What follows belongs to an exercise in optimizing a design on an open flow for small area and a short achievable clock period; a production flow would make more cautious choices.
RTL that was checked went through simulation tests only; none was proved equivalent to the original.
Function not checked in run 2: the RTL went through the layout flow alone.
No activity file was given, so power comes from the tool's default toggle rates.

==> flow/design.v, too long to show whole: its modules and the start of the top module <==
// module csa_fa: 7 lines
// module g_xor2: 3 lines
// module g_xnor2: 3 lines
// module g_maj3: 3 lines
// module g_or2: 3 lines
// module csa_ffa: 9 lines
// module csa_han: 7 lines
// module mini_cnn: 951 lines
module mini_cnn (
    input         clk,
    input         reset,
    input  [7:0]  pxl_in,
    input  [7:0]  k00, k01, k02,
    input  [7:0]  k10, k11, k12,
    input  [7:0]  k20, k21, k22,
    input  [15:0] w0, w1, w2, w3,
    input  [15:0] bias,
    output [15:0] pool_out,
    output [15:0] fc_out,
    output reg    out_valid
);
  // ...
==> flow/flow/run.sh <==
#!/bin/bash
# Standard ORFS layout, except that the port buffers are the smallest buffer
# (buf_1) instead of the resizer's default choice.
set -uo pipefail
bash standard.sh synth > synth.log 2>&1 || exit 1
bash standard.sh "BUFFER_PORTS_ARGS=-buffer_cell sky130_fd_sc_hd__buf_1" finish > layout.log 2>&1 || exit 1
==> flow/standard.sh <==
#!/bin/bash
# synth_recipe.tcl (not shown) runs the flow's synth.tcl, then flattens the netlist and writes it again
# the make line also repeats each setting of config.mk as NAME=value (left out here)
make -C /OpenROAD-flow-scripts/flow DESIGN_CONFIG=/design/flow/config.mk WORK_HOME=/design/flow/orfs CLKGATE_MAP_FILE= SYNTH_SCRIPT=/design/flow/synth_recipe.tcl "${@:-finish}"
==> flow/config.mk <==
export PLATFORM = sky130hd
export DESIGN_NAME = mini_cnn
export DESIGN_NICKNAME = mini_cnn
export VERILOG_FILES = /design/flow/design.v
export SDC_FILE = /design/flow/constraint.sdc
export NUM_CORES = 4
export LEC_CHECK = 0
export CAP_MARGIN = 50
export CORE_MARGIN = 2
export CORE_UTILIZATION = 65
export CTS_BUF_LIST = sky130_fd_sc_hd__clkbuf_4 sky130_fd_sc_hd__clkbuf_8
export SLEW_MARGIN = 70
export SYNTH_HIERARCHICAL = 1
export SYNTH_MINIMUM_KEEP_SIZE = 0
==> flow/constraint.sdc <==
create_clock -name core_clock -period 13.0 [get_ports {clk}]
set_input_delay 2.6000 -clock core_clock [delete_from_list [all_inputs] [get_ports {clk}]]
set_output_delay 2.6000 -clock core_clock [all_outputs]
set_load 0.01 [all_outputs]
==> results.txt, run 1 <==
status no timing/DRC/antenna violations; hold_buf cts 0; Clock Skews 53.4 ps; Clk Latency, worst-skew pair 620 ps; # clk buffers 75; Util after Layout 74.1%; WL met2 20.6 mm; seq pwr 0.00140 W; I/O pins 195; via count 13.1k; Peak VDD IR 0.245 mV; largest delay contributor family on the critical path flip-flops; pin count of the biggest net entering global routing 33; final instance count without filler cells 2302; M1 WL 18.1 mm; CP Buf/Inv Count 1; Most Used Layer, Global Route met2; Hold Path Sink sr[3][6]; H-tree Lvls 2; DR vias/cell 5.67; Worst setup EP type primary output; DP Worst Slack 9340 ps; crit start category flop; width of the die 172 um; worst path arrival time 1160 ps; top power group combinational logic; vias in the first global route 13.3k; Routability Congestion 0.941
==> run 2: changes to the inputs <==
--- a/flow/design.v
+++ b/flow/design.v
@@ -343,21 +343,21 @@
     csa_fa u_cb3 (pp0_0_6, pp0_1_5, pp0_2_4, cb3, cb4);
     wire cb5, cb6;
     csa_fa u_cb5 (pp0_3_3, pp0_4_2, pp0_5_1, cb5, cb6);
     wire cb7, cb8;
     csa_han u_cb7 (pp0_6_0, pp1_0_6, cb7, cb8);
     wire cb9, cb10;
     csa_fa u_cb9 (pp0_0_7, pp0_1_6, pp0_2_5, cb9, cb10);
     wire cb11, cb12;
-    csa_ffa u_cb11 (pp0_3_4, pp0_4_3, pp0_5_2, cb11, cb12);
+    csa_fa u_cb11 (pp0_3_4, pp0_4_3, pp0_5_2, cb11, cb12);
     wire cb13, cb14;
-    csa_ffa u_cb13 (pp0_6_1, pp0_7_0, pp1_0_7, cb13, cb14);
+    csa_fa u_cb13 (pp0_6_1, pp0_7_0, pp1_0_7, cb13, cb14);
     wire cb15, cb16;
-    csa_ffa u_cb15 (pp1_1_6, pp1_2_5, pp1_3_4, cb15, cb16);
+    csa_fa u_cb15 (pp1_1_6, pp1_2_5, pp1_3_4, cb15, cb16);
     wire cb17, cb18;
     csa_fa u_cb17 (pp1_4_3, pp1_5_2, pp1_6_1, cb17, cb18);
     wire cb19, cb20;
     csa_fa u_cb19 (pp0_1_7, pp0_2_6, pp0_3_5, cb19, cb20);
     wire cb21, cb22;
     csa_fa u_cb21 (pp0_4_4, pp0_5_3, pp0_6_2, cb21, cb22);
     wire cb23, cb24;
     csa_fa u_cb23 (pp0_7_1, pp1_1_7, pp1_2_6, cb23, cb24);
@@ -417,19 +417,19 @@
     csa_fa u_cb77 (cb11, cb13, cb15, cb77, cb78);
     wire cb79, cb80;
     csa_fa u_cb79 (pp2_1_7, pp2_2_6, pp2_3_5, cb79, cb80);
     wire cb81, cb82;
     csa_fa u_cb81 (pp2_4_4, pp2_5_3, pp2_6_2, cb81, cb82);
     wire cb83, cb84;
     csa_fa u_cb83 (pp2_7_1, as8, ac8, cb83, cb84);
     wire cb85, cb86;
-    csa_ffa u_cb85 (cb27, cb10, cb12, cb85, cb86);
+    csa_fa u_cb85 (cb27, cb10, cb12, cb85, cb86);
     wire cb87, cb88;
-    csa_ffa u_cb87 (cb14, cb16, cb18, cb87, cb88);
+    csa_fa u_cb87 (cb14, cb16, cb18, cb87, cb88);
     wire cb89, cb90;
     csa_fa u_cb89 (cb19, cb21, cb23, cb89, cb90);
     wire cb91, cb92;
     csa_fa u_cb91 (pp1_5_4, pp1_6_3, pp1_7_2, cb91, cb92);
     wire cb93, cb94;
     csa_fa u_cb93 (pp2_2_7, pp2_3_6, pp2_4_5, cb93, cb94);
     wire cb95, cb96;
     csa_fa u_cb95 (pp2_5_4, pp2_6_3, pp2_7_2, cb95, cb96);
@@ -495,41 +495,41 @@
     csa_fa u_cb155 (cb63, cb3, cb5, cb155, cb156);
     wire cb157, cb158;
     csa_fa u_cb157 (cb56, cb58, cb60, cb157, cb158);
     wire cb159, cb160;
     csa_fa u_cb159 (cb62, cb64, cb67, cb159, cb160);
     wire cb161, cb162;
     csa_fa u_cb161 (cb69, cb71, cb17, cb161, cb162);
     wire cb163, cb164;
-    csa_ffa u_cb163 (cb73, cb66, cb75, cb163, cb164);
+    csa_fa u_cb163 (cb73, cb66, cb75, cb163, cb164);
     wire cb165, cb166;
     csa_fa u_cb165 (cb68, cb70, cb72, cb165, cb166);
     wire cb167, cb168;
     csa_fa u_cb167 (cb79, cb81, cb83, cb167, cb168);
     wire cb169, cb170;
     csa_ffa u_cb169 (cb25, cb74, cb85, cb169, cb170);
     wire cb171, cb172;
     csa_ffa u_cb171 (cb87, cb76, cb78, cb171, cb172);
     wire cb173, cb174;
     csa_fa u_cb173 (cb80, cb82, cb84, cb173, cb174);
     wire cb175, cb176;
     csa_fa u_cb175 (cb91, cb93, cb95, cb175, cb176);
     wire cb177, cb178;
     csa_fa u_cb177 (cb33, cb97, cb86, cb177, cb178);
     wire cb179, cb180;
-    csa_ffa u_cb179 (cb88, cb99, cb90, cb179, cb180);
+    csa_fa u_cb179 (cb88, cb99, cb90, cb179, cb180);
     wire cb181, cb182;
     csa_fa u_cb181 (cb34, cb92, cb94, cb181, cb182);
     wire cb183, cb184;
     csa_fa u_cb183 (cb96, cb103, cb105, cb183, cb184);
     wire cb185, cb186;
     csa_fa u_cb185 (cb107, cb109, cb111, cb185, cb186);
     wire cb187, cb188;
-    csa_ffa u_cb187 (cb98, cb100, cb113, cb187, cb188);
+    csa_fa u_cb187 (cb98, cb100, cb113, cb187, cb188);
     wire cb189, cb190;
     csa_fa u_cb189 (as11, ac11, cb36, cb189, cb190);
     wire cb191, cb192;
     csa_fa u_cb191 (cb104, cb106, cb108, cb191, cb192);
     wire cb193, cb194;
     csa_fa u_cb193 (cb110, cb112, cb115, cb193, cb194);
     wire cb195, cb196;
     csa_fa u_cb195 (cb117, cb119, cb121, cb195, cb196);
@@ -567,19 +567,19 @@
     csa_fa u_cb227 (cb134, cb136, cb138, cb227, cb228);
     wire cb229, cb230;
     csa_fa u_cb229 (cb141, cb51, cb140, cb229, cb230);
     wire cb231, cb232;
     csa_ffa u_cb231 (cb143, cb145, cb147, cb231, cb232);
     wire cb233, cb234;
     csa_fa u_cb233 (cb142, cb65, cb144, cb233, cb234);
     wire cb235, cb236;
-    csa_ffa u_cb235 (cb146, cb149, cb151, cb235, cb236);
+    csa_fa u_cb235 (cb146, cb149, cb151, cb235, cb236);
     wire cb237, cb238;
-    csa_ffa u_cb237 (cb148, cb153, cb155, cb237, cb238);
+    csa_fa u_cb237 (cb148, cb153, cb155, cb237, cb238);
     wire cb239, cb240;
     csa_fa u_cb239 (cb150, cb157, cb159, cb239, cb240);
     wire cb241, cb242;
     csa_fa u_cb241 (cb152, cb154, cb156, cb241, cb242);
     wire cb243, cb244;
     csa_ffa u_cb243 (cb161, cb77, cb163, cb243, cb244);
     wire cb245, cb246;
     csa_fa u_cb245 (cb158, cb165, cb160, cb245, cb246);
@@ -591,29 +591,29 @@
     csa_fa u_cb251 (cb166, cb173, cb168, cb251, cb252);
     wire cb253, cb254;
     csa_ffa u_cb253 (cb175, cb101, cb177, cb253, cb254);
     wire cb255, cb256;
     csa_ffa u_cb255 (cb170, cb172, cb179, cb255, cb256);
     wire cb257, cb258;
     csa_fa u_cb257 (cb174, cb181, cb102, cb257, cb258);
     wire cb259, cb260;
-    csa_ffa u_cb259 (cb176, cb183, cb185, cb259, cb260);
+    csa_fa u_cb259 (cb176, cb183, cb185, cb259, cb260);
     wire cb261, cb262;
     csa_ffa u_cb261 (cb178, cb187, cb180, cb261, cb262);
     wire cb263, cb264;
     csa_fa u_cb263 (cb189, cb114, cb182, cb263, cb264);
     wire cb265, cb266;
-    csa_ffa u_cb265 (cb191, cb193, cb184, cb265, cb266);
+    csa_fa u_cb265 (cb191, cb193, cb184, cb265, cb266);
     wire cb267, cb268;
     csa_ffa u_cb267 (cb186, cb195, cb188, cb267, cb268);
     wire cb269, cb270;
     csa_fa u_cb269 (cb197, cb199, cb123, cb269, cb270);
     wire cb271, cb272;
-    csa_ffa u_cb271 (cb201, cb190, cb192, cb271, cb272);
+    csa_fa u_cb271 (cb201, cb190, cb192, cb271, cb272);
     wire cb273, cb274;
     csa_fa u_cb273 (cb203, cb194, cb196, cb273, cb274);
     wire cb275, cb276;
     csa_fa u_cb275 (as13, ac13, cb124, cb275, cb276);
     wire cb277, cb278;
     csa_fa u_cb277 (cb198, cb200, cb205, cb277, cb278);
     wire cb279, cb280;
     csa_fa u_cb279 (cb207, cb202, cb204, cb279, cb280);
@@ -647,23 +647,23 @@
     csa_fa u_cb307 (cb228, cb230, cb233, cb307, cb308);
     wire cb309, cb310;
     csa_fa u_cb309 (cb235, cb232, cb237, cb309, cb310);
     wire cb311, cb312;
     csa_ffa u_cb311 (cb234, cb236, cb239, cb311, cb312);
     wire cb313, cb314;
     csa_fa u_cb313 (cb241, cb238, cb243, cb313, cb314);
     wire cb315, cb316;
-    csa_ffa u_cb315 (cb240, cb242, cb245, cb315, cb316);
+    csa_fa u_cb315 (cb240, cb242, cb245, cb315, cb316);
     wire cb317, cb318;
-    csa_ffa u_cb317 (cb247, cb244, cb249, cb317, cb318);
+    csa_fa u_cb317 (cb247, cb244, cb249, cb317, cb318);
     wire cb319, cb320;
-    csa_ffa u_cb319 (cb246, cb251, cb248, cb319, cb320);
+    csa_fa u_cb319 (cb246, cb251, cb248, cb319, cb320);
     wire cb321, cb322;
-    csa_ffa u_cb321 (cb253, cb250, cb255, cb321, cb322);
+    csa_fa u_cb321 (cb253, cb250, cb255, cb321, cb322);
     wire cb323, cb324;
     csa_ffa u_cb323 (cb252, cb257, cb259, cb323, cb324);
     wire cb325, cb326;
     csa_fa u_cb325 (cb254, cb256, cb261, cb325, cb326);
     wire cb327, cb328;
     csa_ffa u_cb327 (cb263, cb258, cb265, cb327, cb328);
     wire cb329, cb330;
     csa_ffa u_cb329 (cb260, cb267, cb262, cb329, cb330);
@@ -689,33 +689,33 @@
     csa_fa u_cb349 (cb290, cb288, cb291, cb349, cb350);
     wire cb351, cb352;
     csa_fa u_cb351 (cb292, cb295, cb294, cb351, cb352);
     wire cb353, cb354;
     csa_fa u_cb353 (cb296, cb299, cb298, cb353, cb354);
     wire cb355, cb356;
     csa_fa u_cb355 (cb300, cb303, cb302, cb355, cb356);
     wire cb357, cb358;
-    csa_ffa u_cb357 (cb304, cb307, cb306, cb357, cb358);
+    csa_fa u_cb357 (cb304, cb307, cb306, cb357, cb358);
     wire cb359, cb360;
     csa_ffa u_cb359 (cb308, cb311, cb310, cb359, cb360);
     wire cb361, cb362;
     csa_ffa u_cb361 (cb312, cb315, cb314, cb361, cb362);
     wire cb363, cb364;
     csa_ffa u_cb363 (cb316, cb319, cb318, cb363, cb364);
     wire cb365, cb366;
     csa_ffa u_cb365 (cb320, cb323, cb322, cb365, cb366);
     wire cb367, cb368;
     csa_ffa u_cb367 (cb327, cb324, cb329, cb367, cb368);
     wire cb369, cb370;
     csa_ffa u_cb369 (cb331, cb328, cb333, cb369, cb370);
     wire cb371, cb372;
-    csa_ffa u_cb371 (cb335, cb332, cb337, cb371, cb372);
+    csa_fa u_cb371 (cb335, cb332, cb337, cb371, cb372);
     wire cb373, cb374;
-    csa_ffa u_cb373 (cb339, cb336, cb341, cb373, cb374);
+    csa_fa u_cb373 (cb339, cb336, cb341, cb373, cb374);
     wire cb375, cb376;
     csa_fa u_cb375 (cb343, cb284, cb340, cb375, cb376);
     wire cb377, cb378;
     csa_han u_cb377 (ac0, cb345, cb377, cb378);
     wire cb379, cb380;
     csa_fa u_cb379 (cb346, cb209, cb347, cb379, cb380);
     wire cb381, cb382;
     csa_fa u_cb381 (cb349, cb348, cb293, cb381, cb382);
@@ -723,31 +723,31 @@
     csa_fa u_cb383 (cb350, cb297, cb351, cb383, cb384);
     wire cb385, cb386;
     csa_fa u_cb385 (cb352, cb301, cb353, cb385, cb386);
     wire cb387, cb388;
     csa_fa u_cb387 (cb305, cb354, cb355, cb387, cb388);
     wire cb389, cb390;
     csa_fa u_cb389 (cb356, cb309, cb357, cb389, cb390);
     wire cb391, cb392;
-    csa_ffa u_cb391 (cb313, cb358, cb359, cb391, cb392);
+    csa_fa u_cb391 (cb313, cb358, cb359, cb391, cb392);
     wire cb393, cb394;
     csa_ffa u_cb393 (cb317, cb360, cb361, cb393, cb394);
     wire cb395, cb396;
     csa_ffa u_cb395 (cb362, cb321, cb363, cb395, cb396);
     wire cb397, cb398;
     csa_ffa u_cb397 (cb325, cb365, cb364, cb397, cb398);
     wire cb399, cb400;
     csa_ffa u_cb399 (cb326, cb367, cb366, cb399, cb400);
     wire cb401, cb402;
     csa_ffa u_cb401 (cb330, cb369, cb368, cb401, cb402);
     wire cb403, cb404;
     csa_ffa u_cb403 (cb334, cb371, cb370, cb403, cb404);
     wire cb405, cb406;
-    csa_ffa u_cb405 (cb338, cb373, cb372, cb405, cb406);
+    csa_fa u_cb405 (cb338, cb373, cb372, cb405, cb406);
     wire cb407, cb408;
     csa_fa u_cb407 (cb375, cb342, cb374, cb407, cb408);
     wire [15:0] nb_s = {cb407, cb405, cb403, cb401, cb399, cb397, cb395, cb393, cb391, cb389, cb387, cb385, cb383, cb381, cb379, cb377};
     wire [15:0] nb_c = {cb406, cb404, cb402, cb400, cb398, cb396, cb394, cb392, cb390, cb388, cb386, cb384, cb382, cb380, cb378, cb285};
     always @(posedge clk) begin
         nacc_s <= nb_s;
         nacc_c <= nb_c;
     end
@@ -763,225 +763,261 @@
             5'd23: begin ld = 1'b1; widx = 2'd3; end
             5'd1: begin ld = 1'b1; widx = 2'd0; end
             5'd4: begin ld = 1'b1; widx = 2'd1; end
             5'd7: begin ld = 1'b1; widx = 2'd2; end
             5'd10: begin ld = 1'b1; widx = 2'd3; end
             default: begin ld = 1'b0; widx = 2'd0; end
         endcase
     end
-    wire [15:0] wsel = (widx == 2'd0) ? w0 : (widx == 2'd1) ? w1 : (widx == 2'd2) ? w2 : w3;
-    reg [14:0] d;      
-    reg [15:0] ws;     
+    reg [5:0] wdig;    
+    always @(*) begin
+        case (ph)
+            5'd14: wdig = {1'b0, w0[4:0]};
+            5'd15: wdig = {1'b0, w0[9:5]};
+            5'd16: wdig = w0[15:10];
+            5'd17: wdig = {1'b0, w1[4:0]};
+            5'd18: wdig = {1'b0, w1[9:5]};
+            5'd19: wdig = w1[15:10];
+            5'd20: wdig = {1'b0, w2[4:0]};
+            5'd21: wdig = {1'b0, w2[9:5]};
+            5'd22: wdig = w2[15:10];
+            5'd23: wdig = {1'b0, w3[4:0]};
+            5'd24: wdig = {1'b0, w3[9:5]};
+            5'd0: wdig = w3[15:10];
+            5'd1: wdig = {1'b0, w0[4:0]};
+            5'd2: wdig = {1'b0, w0[9:5]};
+            5'd3: wdig = w0[15:10];
+            5'd4: wdig = {1'b0, w1[4:0]};
+            5'd5: wdig = {1'b0, w1[9:5]};
+            5'd6: wdig = w1[15:10];
+            5'd7: wdig = {1'b0, w2[4:0]};
+            5'd8: wdig = {1'b0, w2[9:5]};
+            5'd9: wdig = w2[15:10];
+            5'd10: wdig = {1'b0, w3[4:0]};
+            5'd11: wdig = {1'b0, w3[9:5]};
+            5'd12: wdig = w3[15:10];
+            default: wdig = 6'd0;
+        endcase
+    end
+    reg [15:0] dsh;    
+    reg [5:0] wd;      
+    always @(posedge clk) begin
+        dsh <= ld ? {1'b0, relu} : {dsh[10:0], 5'd0};
+        wd  <= wdig;
+    end
+    reg grp_first0, grp_first1;     
     always @(posedge clk) begin
-        d  <= ld ? relu : {5'd0, d[14:5]};
-        ws <= ld ? wsel : {ws[10:0], 5'd0};
+        grp_first0 <= (ph == 5'd14) | (ph == 5'd1);
+        grp_first1 <= (ph == 5'd14) | (ph == 5'd1) | (ph == 5'd13);
     end
-    reg grp_first;     
-    always @(posedge clk) grp_first <= (ph == 5'd14) | (ph == 5'd1);
+    wire m_first = (ph == 5'd15) | (ph == 5'd2);
     wire m_en = (ph == 5'd15) | (ph == 5'd18) | (ph == 5'd21) | (ph == 5'd24) | (ph == 5'd2) | (ph == 5'd5) | (ph == 5'd8) | (ph == 5'd11);
     reg [15:0] bias_r;
     reg [15:0] acc_fc;
     reg [14:0] m;
-    wire [15:0] fbase = grp_first ? bias_r : acc_fc;
+    wire [15:0] fbase = {grp_first1 ? bias_r[15:8] : acc_fc[15:8], grp_first0 ? bias_r[7:0] : acc_fc[7:0]};
     wire fb0 = ~fbase[0];
     wire fb1 = ~fbase[1];
     wire fb2 = ~fbase[2];
     wire fb3 = ~fbase[3];
     wire fb4 = ~fbase[4];
     wire fb5 = ~fbase[5];
     wire fb6 = ~fbase[6];
     wire fb7 = ~fbase[7];
     wire fb8 = ~fbase[8];
     wire fb9 = ~fbase[9];
     wire fb10 = ~fbase[10];
     wire fb11 = ~fbase[11];
     wire fb12 = ~fbase[12];
     wire fb13 = ~fbase[13];
     wire fb14 = ~fbase[14];
     wire fb15 = ~fbase[15];
-    wire fp0_0 = ~(d[0] & ws[0]);
-    wire fp0_1 = ~(d[0] & ws[1]);
-    wire fp0_2 = ~(d[0] & ws[2]);
-    wire fp0_3 = ~(d[0] & ws[3]);
-    wire fp0_4 = ~(d[0] & ws[4]);
-    wire fp0_5 = ~(d[0] & ws[5]);
-    wire fp0_6 = ~(d[0] & ws[6]);
-    wire fp0_7 = ~(d[0] & ws[7]);
-    wire fp0_8 = ~(d[0] & ws[8]);
-    wire fp0_9 = ~(d[0] & ws[9]);
-    wire fp0_10 = ~(d[0] & ws[10]);
-    wire fp0_11 = ~(d[0] & ws[11]);
-    wire fp0_12 = ~(d[0] & ws[12]);
-    wire fp0_13 = ~(d[0] & ws[13]);
-    wire fp0_14 = ~(d[0] & ws[14]);
-    wire fp0_15 = ~(d[0] & ws[15]);
-    wire fp1_1 = ~(d[1] & ws[0]);
-    wire fp1_2 = ~(d[1] & ws[1]);
-    wire fp1_3 = ~(d[1] & ws[2]);
-    wire fp1_4 = ~(d[1] & ws[3]);
-    wire fp1_5 = ~(d[1] & ws[4]);
-    wire fp1_6 = ~(d[1] & ws[5]);
-    wire fp1_7 = ~(d[1] & ws[6]);
-    wire fp1_8 = ~(d[1] & ws[7]);
-    wire fp1_9 = ~(d[1] & ws[8]);
-    wire fp1_10 = ~(d[1] & ws[9]);
-    wire fp1_11 = ~(d[1] & ws[10]);
-    wire fp1_12 = ~(d[1] & ws[11]);
-    wire fp1_13 = ~(d[1] & ws[12]);
-    wire fp1_14 = ~(d[1] & ws[13]);
-    wire fp1_15 = ~(d[1] & ws[14]);
-    wire fp2_2 = ~(d[2] & ws[0]);
-    wire fp2_3 = ~(d[2] & ws[1]);
-    wire fp2_4 = ~(d[2] & ws[2]);
-    wire fp2_5 = ~(d[2] & ws[3]);
-    wire fp2_6 = ~(d[2] & ws[4]);
-    wire fp2_7 = ~(d[2] & ws[5]);
-    wire fp2_8 = ~(d[2] & ws[6]);
-    wire fp2_9 = ~(d[2] & ws[7]);
-    wire fp2_10 = ~(d[2] & ws[8]);
-    wire fp2_11 = ~(d[2] & ws[9]);
-    wire fp2_12 = ~(d[2] & ws[10]);
-    wire fp2_13 = ~(d[2] & ws[11]);
-    wire fp2_14 = ~(d[2] & ws[12]);
-    wire fp2_15 = ~(d[2] & ws[13]);
-    wire fp3_3 = ~(d[3] & ws[0]);
-    wire fp3_4 = ~(d[3] & ws[1]);
-    wire fp3_5 = ~(d[3] & ws[2]);
-    wire fp3_6 = ~(d[3] & ws[3]);
-    wire fp3_7 = ~(d[3] & ws[4]);
-    wire fp3_8 = ~(d[3] & ws[5]);
-    wire fp3_9 = ~(d[3] & ws[6]);
-    wire fp3_10 = ~(d[3] & ws[7]);
-    wire fp3_11 = ~(d[3] & ws[8]);
-    wire fp3_12 = ~(d[3] & ws[9]);
-    wire fp3_13 = ~(d[3] & ws[10]);
-    wire fp3_14 = ~(d[3] & ws[11]);
-    wire fp3_15 = ~(d[3] & ws[12]);
-    wire fp4_4 = ~(d[4] & ws[0]);
-    wire fp4_5 = ~(d[4] & ws[1]);
-    wire fp4_6 = ~(d[4] & ws[2]);
-    wire fp4_7 = ~(d[4] & ws[3]);
-    wire fp4_8 = ~(d[4] & ws[4]);
-    wire fp4_9 = ~(d[4] & ws[5]);
-    wire fp4_10 = ~(d[4] & ws[6]);
-    wire fp4_11 = ~(d[4] & ws[7]);
-    wire fp4_12 = ~(d[4] & ws[8]);
-    wire fp4_13 = ~(d[4] & ws[9]);
-    wire fp4_14 = ~(d[4] & ws[10]);
-    wire fp4_15 = ~(d[4] & ws[11]);
+    wire fp0_0 = ~(wd[0] & dsh[0]);
+    wire fp0_1 = ~(wd[0] & dsh[1]);
+    wire fp0_2 = ~(wd[0] & dsh[2]);
+    wire fp0_3 = ~(wd[0] & dsh[3]);
+    wire fp0_4 = ~(wd[0] & dsh[4]);
+    wire fp0_5 = ~(wd[0] & dsh[5]);
+    wire fp0_6 = ~(wd[0] & dsh[6]);
+    wire fp0_7 = ~(wd[0] & dsh[7]);
+    wire fp0_8 = ~(wd[0] & dsh[8]);
+    wire fp0_9 = ~(wd[0] & dsh[9]);
+    wire fp0_10 = ~(wd[0] & dsh[10]);
+    wire fp0_11 = ~(wd[0] & dsh[11]);
+    wire fp0_12 = ~(wd[0] & dsh[12]);
+    wire fp0_13 = ~(wd[0] & dsh[13]);
+    wire fp0_14 = ~(wd[0] & dsh[14]);
+    wire fp0_15 = ~(wd[0] & dsh[15]);
+    wire fp1_1 = ~(wd[1] & dsh[0]);
+    wire fp1_2 = ~(wd[1] & dsh[1]);
+    wire fp1_3 = ~(wd[1] & dsh[2]);
+    wire fp1_4 = ~(wd[1] & dsh[3]);
+    wire fp1_5 = ~(wd[1] & dsh[4]);
+    wire fp1_6 = ~(wd[1] & dsh[5]);
+    wire fp1_7 = ~(wd[1] & dsh[6]);
+    wire fp1_8 = ~(wd[1] & dsh[7]);
+    wire fp1_9 = ~(wd[1] & dsh[8]);
+    wire fp1_10 = ~(wd[1] & dsh[9]);
+    wire fp1_11 = ~(wd[1] & dsh[10]);
+    wire fp1_12 = ~(wd[1] & dsh[11]);
+    wire fp1_13 = ~(wd[1] & dsh[12]);
+    wire fp1_14 = ~(wd[1] & dsh[13]);
+    wire fp1_15 = ~(wd[1] & dsh[14]);
+    wire fp2_2 = ~(wd[2] & dsh[0]);
+    wire fp2_3 = ~(wd[2] & dsh[1]);
+    wire fp2_4 = ~(wd[2] & dsh[2]);
+    wire fp2_5 = ~(wd[2] & dsh[3]);
+    wire fp2_6 = ~(wd[2] & dsh[4]);
+    wire fp2_7 = ~(wd[2] & dsh[5]);
+    wire fp2_8 = ~(wd[2] & dsh[6]);
+    wire fp2_9 = ~(wd[2] & dsh[7]);
+    wire fp2_10 = ~(wd[2] & dsh[8]);
+    wire fp2_11 = ~(wd[2] & dsh[9]);
+    wire fp2_12 = ~(wd[2] & dsh[10]);
+    wire fp2_13 = ~(wd[2] & dsh[11]);
+    wire fp2_14 = ~(wd[2] & dsh[12]);
+    wire fp2_15 = ~(wd[2] & dsh[13]);
+    wire fp3_3 = ~(wd[3] & dsh[0]);
+    wire fp3_4 = ~(wd[3] & dsh[1]);
+    wire fp3_5 = ~(wd[3] & dsh[2]);
+    wire fp3_6 = ~(wd[3] & dsh[3]);
+    wire fp3_7 = ~(wd[3] & dsh[4]);
+    wire fp3_8 = ~(wd[3] & dsh[5]);
+    wire fp3_9 = ~(wd[3] & dsh[6]);
+    wire fp3_10 = ~(wd[3] & dsh[7]);
+    wire fp3_11 = ~(wd[3] & dsh[8]);
+    wire fp3_12 = ~(wd[3] & dsh[9]);
+    wire fp3_13 = ~(wd[3] & dsh[10]);
+    wire fp3_14 = ~(wd[3] & dsh[11]);
+    wire fp3_15 = ~(wd[3] & dsh[12]);
+    wire fp4_4 = ~(wd[4] & dsh[0]);
+    wire fp4_5 = ~(wd[4] & dsh[1]);
+    wire fp4_6 = ~(wd[4] & dsh[2]);
+    wire fp4_7 = ~(wd[4] & dsh[3]);
+    wire fp4_8 = ~(wd[4] & dsh[4]);
+    wire fp4_9 = ~(wd[4] & dsh[5]);
+    wire fp4_10 = ~(wd[4] & dsh[6]);
+    wire fp4_11 = ~(wd[4] & dsh[7]);
+    wire fp4_12 = ~(wd[4] & dsh[8]);
+    wire fp4_13 = ~(wd[4] & dsh[9]);
+    wire fp4_14 = ~(wd[4] & dsh[10]);
+    wire fp4_15 = ~(wd[4] & dsh[11]);
+    wire fp5_15 = ~(wd[5] & dsh[10]);
     wire cf1, cf2;
-    csa_han u_cf1 (fp0_3, fp1_3, cf1, cf2);
+    csa_han u_cf1 (fp0_15, fp1_15, cf1, cf2);
     wire cf3, cf4;
-    csa_fa u_cf3 (fp0_4, fp1_4, fp2_4, cf3, cf4);
+    csa_han u_cf3 (fp0_3, fp1_3, cf3, cf4);
     wire cf5, cf6;
-    csa_han u_cf5 (fp3_4, fp4_4, cf5, cf6);
+    csa_fa u_cf5 (fp0_4, fp1_4, fp2_4, cf5, cf6);
     wire cf7, cf8;
-    csa_fa u_cf7 (fp0_5, fp1_5, fp2_5, cf7, cf8);
+    csa_han u_cf7 (fp3_4, fp4_4, cf7, cf8);
     wire cf9, cf10;
-    csa_fa u_cf9 (fp3_5, fp4_5, fb5, cf9, cf10);
+    csa_fa u_cf9 (fp0_5, fp1_5, fp2_5, cf9, cf10);
     wire cf11, cf12;
-    csa_fa u_cf11 (fp0_6, fp1_6, fp2_6, cf11, cf12);
+    csa_fa u_cf11 (fp3_5, fp4_5, fb5, cf11, cf12);
     wire cf13, cf14;
-    csa_ffa u_cf13 (fp3_6, fp4_6, fb6, cf13, cf14);
+    csa_fa u_cf13 (fp0_6, fp1_6, fp2_6, cf13, cf14);
     wire cf15, cf16;
-    csa_fa u_cf15 (fp0_7, fp1_7, fp2_7, cf15, cf16);
+    csa_ffa u_cf15 (fp3_6, fp4_6, fb6, cf15, cf16);
     wire cf17, cf18;
-    csa_ffa u_cf17 (fp3_7, fp4_7, fb7, cf17, cf18);
+    csa_fa u_cf17 (fp0_7, fp1_7, fp2_7, cf17, cf18);
     wire cf19, cf20;
-    csa_fa u_cf19 (fp0_8, fp1_8, fp2_8, cf19, cf20);
+    csa_ffa u_cf19 (fp3_7, fp4_7, fb7, cf19, cf20);
     wire cf21, cf22;
-    csa_ffa u_cf21 (fp3_8, fp4_8, fb8, cf21, cf22);
+    csa_fa u_cf21 (fp0_8, fp1_8, fp2_8, cf21, cf22);
     wire cf23, cf24;
-    csa_fa u_cf23 (fp0_9, fp1_9, fp2_9, cf23, cf24);
+    csa_ffa u_cf23 (fp3_8, fp4_8, fb8, cf23, cf24);
     wire cf25, cf26;
-    csa_ffa u_cf25 (fp3_9, fp4_9, fb9, cf25, cf26);
+    csa_fa u_cf25 (fp0_9, fp1_9, fp2_9, cf25, cf26);
     wire cf27, cf28;
-    csa_fa u_cf27 (fp0_10, fp1_10, fp2_10, cf27, cf28);
+    csa_ffa u_cf27 (fp3_9, fp4_9, fb9, cf27, cf28);
     wire cf29, cf30;
-    csa_ffa u_cf29 (fp3_10, fp4_10, fb10, cf29, cf30);
+    csa_fa u_cf29 (fp0_10, fp1_10, fp2_10, cf29, cf30);
     wire cf31, cf32;
-    csa_fa u_cf31 (fp0_11, fp1_11, fp2_11, cf31, cf32);
+    csa_ffa u_cf31 (fp3_10, fp4_10, fb10, cf31, cf32);
     wire cf33, cf34;
-    csa_ffa u_cf33 (fp3_11, fp4_11, fb11, cf33, cf34);
+    csa_fa u_cf33 (fp0_11, fp1_11, fp2_11, cf33, cf34);
     wire cf35, cf36;
-    csa_fa u_cf35 (fp0_12, fp1_12, fp2_12, cf35, cf36);
+    csa_ffa u_cf35 (fp3_11, fp4_11, fb11, cf35, cf36);
     wire cf37, cf38;
-    csa_ffa u_cf37 (fp3_12, fp4_12, fb12, cf37, cf38);
+    csa_fa u_cf37 (fp0_12, fp1_12, fp2_12, cf37, cf38);
     wire cf39, cf40;
-    csa_fa u_cf39 (fp0_13, fp1_13, fp2_13, cf39, cf40);
+    csa_ffa u_cf39 (fp3_12, fp4_12, fb12, cf39, cf40);
     wire cf41, cf42;
-    csa_ffa u_cf41 (fp3_13, fp4_13, fb13, cf41, cf42);
+    csa_fa u_cf41 (fp0_13, fp1_13, fp2_13, cf41, cf42);
     wire cf43, cf44;
-    csa_fa u_cf43 (fp0_14, fp1_14, fp2_14, cf43, cf44);
+    csa_ffa u_cf43 (fp3_13, fp4_13, fb13, cf43, cf44);
     wire cf45, cf46;
-    csa_ffa u_cf45 (fp3_14, fp4_14, fb14, cf45, cf46);
+    csa_fa u_cf45 (fp0_14, fp1_14, fp2_14, cf45, cf46);
     wire cf47, cf48;
-    csa_fa u_cf47 (fp0_15, fp1_15, fp2_15, cf47, cf48);
+    csa_ffa u_cf47 (fp3_14, fp4_14, fb14, cf47, cf48);
     wire cf49, cf50;
-    csa_fa u_cf49 (fp3_15, fp4_15, fb15, cf49, cf50);
+    csa_fa u_cf49 (fp2_15, fp3_15, fp4_15, cf49, cf50);
     wire cf51, cf52;
-    csa_han u_cf51 (fp0_2, fp1_2, cf51, cf52);
+    csa_fa u_cf51 (fp5_15, fb15, cf1, cf51, cf52);
     wire cf53, cf54;
-    csa_fa u_cf53 (fp2_3, fp3_3, fb3, cf53, cf54);
+    csa_han u_cf53 (fp0_2, fp1_2, cf53, cf54);
     wire cf55, cf56;
-    csa_fa u_cf55 (fb4, cf5, cf2, cf55, cf56);
+    csa_fa u_cf55 (fp2_3, fp3_3, fb3, cf55, cf56);
     wire cf57, cf58;
-    csa_ffa u_cf57 (cf6, cf4, cf7, cf57, cf58);
+    csa_fa u_cf57 (fb4, cf7, cf4, cf57, cf58);
     wire cf59, cf60;
-    csa_ffa u_cf59 (cf8, cf11, cf13, cf59, cf60);
+    csa_ffa u_cf59 (cf8, cf6, cf9, cf59, cf60);
     wire cf61, cf62;
-    csa_ffa u_cf61 (cf12, cf15, cf17, cf61, cf62);
+    csa_ffa u_cf61 (cf10, cf13, cf15, cf61, cf62);
     wire cf63, cf64;
-    csa_ffa u_cf63 (cf16, cf19, cf21, cf63, cf64);
+    csa_ffa u_cf63 (cf14, cf17, cf19, cf63, cf64);
     wire cf65, cf66;
-    csa_ffa u_cf65 (cf20, cf23, cf25, cf65, cf66);
+    csa_ffa u_cf65 (cf18, cf21, cf23, cf65, cf66);
     wire cf67, cf68;
-    csa_ffa u_cf67 (cf24, cf27, cf29, cf67, cf68);
+    csa_ffa u_cf67 (cf22, cf25, cf27, cf67, cf68);
     wire cf69, cf70;
-    csa_ffa u_cf69 (cf28, cf31, cf33, cf69, cf70);
+    csa_ffa u_cf69 (cf26, cf29, cf31, cf69, cf70);
     wire cf71, cf72;
-    csa_ffa u_cf71 (cf32, cf35, cf37, cf71, cf72);
+    csa_ffa u_cf71 (cf30, cf33, cf35, cf71, cf72);
     wire cf73, cf74;
-    csa_ffa u_cf73 (cf36, cf39, cf41, cf73, cf74);
+    csa_ffa u_cf73 (cf34, cf37, cf39, cf73, cf74);
     wire cf75, cf76;
-    csa_ffa u_cf75 (cf40, cf43, cf45, cf75, cf76);
+    csa_ffa u_cf75 (cf38, cf41, cf43, cf75, cf76);
     wire cf77, cf78;
-    csa_ffa u_cf77 (cf44, cf47, cf49, cf77, cf78);
+    csa_ffa u_cf77 (cf42, cf45, cf47, cf77, cf78);
     wire cf79, cf80;
-    csa_han u_cf79 (fp0_1, fp1_1, cf79, cf80);
+    csa_fa u_cf79 (cf46, cf49, cf48, cf79, cf80);
     wire cf81, cf82;
-    csa_fa u_cf81 (fp2_2, fb2, cf51, cf81, cf82);
+    csa_han u_cf81 (fp0_1, fp1_1, cf81, cf82);
     wire cf83, cf84;
-    csa_fa u_cf83 (cf1, cf52, cf53, cf83, cf84);
+    csa_fa u_cf83 (fp2_2, fb2, cf53, cf83, cf84);
     wire cf85, cf86;
-    csa_ffa u_cf85 (cf3, cf54, cf55, cf85, cf86);
+    csa_fa u_cf85 (cf3, cf54, cf55, cf85, cf86);
     wire cf87, cf88;
-    csa_ffa u_cf87 (cf9, cf56, cf57, cf87, cf88);
+    csa_ffa u_cf87 (cf5, cf56, cf57, cf87, cf88);
     wire cf89, cf90;
-    csa_ffa u_cf89 (cf10, cf58, cf59, cf89, cf90);
+    csa_ffa u_cf89 (cf11, cf58, cf59, cf89, cf90);
     wire cf91, cf92;
-    csa_ffa u_cf91 (cf14, cf60, cf61, cf91, cf92);
+    csa_ffa u_cf91 (cf12, cf60, cf61, cf91, cf92);
     wire cf93, cf94;
-    csa_ffa u_cf93 (cf18, cf62, cf63, cf93, cf94);
+    csa_ffa u_cf93 (cf16, cf62, cf63, cf93, cf94);
     wire cf95, cf96;
-    csa_ffa u_cf95 (cf22, cf64, cf65, cf95, cf96);
+    csa_ffa u_cf95 (cf20, cf64, cf65, cf95, cf96);
     wire cf97, cf98;
-    csa_ffa u_cf97 (cf26, cf66, cf67, cf97, cf98);
+    csa_ffa u_cf97 (cf24, cf66, cf67, cf97, cf98);
     wire cf99, cf100;
-    csa_ffa u_cf99 (cf30, cf68, cf69, cf99, cf100);
+    csa_ffa u_cf99 (cf28, cf68, cf69, cf99, cf100);
     wire cf101, cf102;
-    csa_ffa u_cf101 (cf34, cf70, cf71, cf101, cf102);
+    csa_ffa u_cf101 (cf32, cf70, cf71, cf101, cf102);
     wire cf103, cf104;
-    csa_ffa u_cf103 (cf38, cf72, cf73, cf103, cf104);
+    csa_ffa u_cf103 (cf36, cf72, cf73, cf103, cf104);
     wire cf105, cf106;
-    csa_ffa u_cf105 (cf42, cf74, cf75, cf105, cf106);
+    csa_ffa u_cf105 (cf40, cf74, cf75, cf105, cf106);
     wire cf107, cf108;
-    csa_ffa u_cf107 (cf46, cf76, cf77, cf107, cf108);
-    wire [15:0] nf = ~({cf107, cf105, cf103, cf101, cf99, cf97, cf95, cf93, cf91, cf89, cf87, cf85, cf83, cf81, cf79, fp0_0} + {cf106, cf104, cf102, cf100, cf98, cf96, cf94, cf92, cf90, cf88, cf86, cf84, cf82, cf80, fb1, fb0} + 16'd1);
+    csa_ffa u_cf107 (cf44, cf76, cf77, cf107, cf108);
+    wire cf109, cf110;
+    csa_ffa u_cf109 (cf51, cf78, cf79, cf109, cf110);
+    wire [15:0] nf = ~({cf109, cf107, cf105, cf103, cf101, cf99, cf97, cf95, cf93, cf91, cf89, cf87, cf85, cf83, cf81, fp0_0} + {cf108, cf106, cf104, cf102, cf100, cf98, cf96, cf94, cf92, cf90, cf88, cf86, cf84, cf82, fb1, fb0} + 16'd1);
     always @(posedge clk) begin
         bias_r <= bias;
         acc_fc <= nf;
-        if (grp_first | (m_en & (d > m))) m <= d;
+        if (m_first | (m_en & (dsh[14:0] > m))) m <= dsh[14:0];
     end
     assign pool_out = {1'b0, m};
     assign fc_out = acc_fc;
 endmodule
==> flow/config.mk (replaced) <==
export PLATFORM = sky130hd
export DESIGN_NAME = mini_cnn
export DESIGN_NICKNAME = mini_cnn
export VERILOG_FILES = /design/flow/design.v
export SDC_FILE = /design/flow/constraint.sdc
export NUM_CORES = 4
export LEC_CHECK = 0
export CAP_MARGIN = 50
export CORE_MARGIN = 2
export CORE_UTILIZATION = 65
export CTS_BUF_LIST = sky130_fd_sc_hd__clkbuf_8 sky130_fd_sc_hd__clkbuf_16
export CTS_CLUSTER_DIAMETER = 60
export CTS_CLUSTER_SIZE = 30
export SLEW_MARGIN = 70
export SYNTH_HIERARCHICAL = 1
export SYNTH_MINIMUM_KEEP_SIZE = 0
==> run 2 against run 1 <==
Clock skew is 12 ps lower. Global-route usage down 0.17 points. Wire length fell by 0.57%. Still clean. Via count is 3.3% lower. First-iteration DRC count is 1.9% higher. Critical path type unchanged. Die area decreased by 2.2%. Critical endpoint is now pool_out[13]. Non-clock buffer count decreased by 6.
==> results.txt, run 2 <==
CP max FO 2 (unchanged); largest delay contributor family on the critical path flip-flops (unchanged); pin count of the biggest net entering global routing 33 (unchanged); Pwr Density 290 nW/um^2 (was 292 nW/um^2); I/O pins 195 (unchanged); total wire length 42.9 mm (was 43.2 mm); H-tree Lvls 1 (was 2); hpwl dp 33.0 mm (about the same); Largest Register sr (unchanged); crit start category flop (unchanged); DRT Pass-1 Iters 5 (was 8); global-route congestion overflow total 0 (unchanged); IO buf count 193 (unchanged); Clk Latency, worst-skew pair 570 ps (was 620 ps); crit path cell chain buf_1 (unchanged); CTS tree done (unchanged); WP data required 10400 ps (about the same); Tot Pwr 0.00574 W (was 0.00601 W); most common cell after layout, fill and taps aside nand2_1 (unchanged); setup repair after global routing missed its margin false (unchanged); Clk pin slew, worst setup/hold paths 90 ps (was 60 ps); Routability Congestion 0.973 (was 0.941); die area 28900 um^2 (was 29500 um^2); Fin Setup TNS 0 ps (unchanged); Vert. Die Dim 170 um (was 172 um); Clock Skews 41.1 ps (was 53.4 ps); final instance count without filler cells 2167 (was 2302); Num CTS Buffers 24 (was 53); worst path arrival time 1180 ps (was 1160 ps); CP Buf/Inv Count 1 (unchanged); first-pass GRT wire length 67.3 mm (was 69.1 mm); via count 12.6k (was 13.1k); width of the die 170 um (was 172 um); Core Area 27000 um^2 (was 27800 um^2); Post-CTS Setup Bufs 0 (unchanged); Residual DRC 0 (unchanged); count of final hold-check violations 0 (unchanged); Wirelength per Cell 19.8 um (was 18.7 um); initial antenna violation count 2 (was 0); Yosys warnings 8 (unchanged); Worst setup EP type primary output (unchanged); Tmin final 3780 ps (was 3760 ps); DR vias/cell 5.83 (was 5.67); max reg flops 168 (unchanged); row count 60 (was 61); fmax 0.264 GHz (was 0.266 GHz); initial core utilization 66.2% (was 65.9%); leakage power 7.48 nW (was 7.97 nW); Worst path max stage delay 370 ps (was 380 ps); Worst Hold Class flop to flop (unchanged); dpl cells 2123 (was 2208); hold_buf cts 0 (unchanged); most frequent cells in the layout 324 x nand2_1, 284 x dfxtp_1, 193 x buf_1 (was 311 x nand2_1, 297 x dfxtp_1, 193 x buf_1); Layout area overhead 10.6% (was 12.4%); Clock Tree Buf Depth 3 (unchanged); Slew Viols, Final 0 (unchanged); Peak VDD IR 0.166 mV (was 0.245 mV); Tcrit/Tclk final 29.1% (was 28.9%); status no timing/DRC/antenna violations (unchanged); post-cts resize count 0 (unchanged); Util after Layout 73.3% (was 74.1%); Total GRT Usage 30.1% (was 30.2%); antenna-violating nets left 0 (unchanged); clk root buf clkbuf_16 (was clkbuf_8); Sinks on Clock Net 327 (was 335); layout cells sized above 1 11.8% (was 15.0%); Worst Setup Path Type flop to primary output (unchanged); slowest stage cell, crit path edfxtp_1 (was dfxtp_1); Syn Area/Cell 10.7 um^2 (about the same); final setup vio count 0 (unchanged); post-synth net total 2066 (was 2087); Layout Nets 2204 (was 2258); Netlist Area Pre-Place 17900 um^2 (was 18300 um^2); max cap viols 0 (unchanged); 1st-iter DRT viols 1034 (was 1015); vias in the first global route 12.8k (was 13.3k); post-synthesis cell count 1670 (was 1714)
[run 2: stage by stage]
| step | setup slack (ps) | instance area (um^2) | hold slack, ps |
|---|---|---|---|
| floorplan | 9550 | 17900 | 310 |
| global placement | 9260 | 18800 | 311 |
| detailed placement | 9320 | 18900 | 313 |
| CTS | 9220 | 19800 | 329 |
| global route | 9080 | 19800 | 333 |
| finish | 9220 | 19800 | 325 |
[run 2: final timing paths]
kind / startpoint / end / slack (ps) / depth (start not counted)
worst min-delay path: sr[18][7] / sr[19][7] / 330 / 0
worst max register to register: pa1[1] / nacc_c[12] / 9250 / 9
worst max-delay path: m[13] / pool_out[13] / 9220 / 1
min in group asynchronous: reset / ph[2] / 1920 / 2
max in group asynchronous: reset / ph[4] / 10800 / 2
worst min register to register: sr[18][7] / sr[19][7] / 330 / 0
[run 2: final cells by class]
cell class / instances / area [um^2]
antenna: 2 / 5.00
clock buffer: 24 / 601
clock inverter: 18 / 279
fill: 1946 / 7230
inverter: 59 / 221
multi-input combinational: 1193 / 10700
sequential: 327 / 6770
tap: 341 / 427
timing repair buffer: 203 / 820
[run 2: routing by layer]
metal | global-route usage, % | wire length [um] | up-vias
li1 | - | - | 5855
met1 | 38.9 | 17800 | 6085
met2 | 51.0 | 20300 | 575
met3 | 5.70 | 3480 | 110
met4 | 10.3 | 1390 | 0
met5 | 0 | 0 | -
[run 2: where the power goes]
group / switching (W) / internal (W) / total [W]
Sequential: 0.000134 / 0.00123 / 0.00136
Clock: 0.000417 / 0.000375 / 0.000793
Combinational: 0.00193 / 0.00166 / 0.00359
Total: 0.00248 / 0.00326 / 0.00574

==> static timing again, ports no longer ideal <==
Ports are ideal in the flow. The routed layouts listed here were re-timed in OpenROAD. Step 1 assumes that a clkbuf_16 drives the clock port and a buf_2 every other input. Step 2 times the ports against the registers' clock, not the clock port: input delays grow and output delays shrink by t, the midpoint of the rising clock arrivals with the driver on. Slacks: no drivers / after step 1 / after step 2; pairs: no drivers / after step 1.
run | t (ns) | setup WS [ns] | hold slack, ns
run 1 | 0.647 | 9.239 / 9.188 / 9.245 | 0.312 / 0.312 / 0.312
run 2 | 0.603 | 9.219 / 9.167 / 9.247 | 0.325 / 0.325 / 0.325
After both steps setup and hold are still met in every run listed.
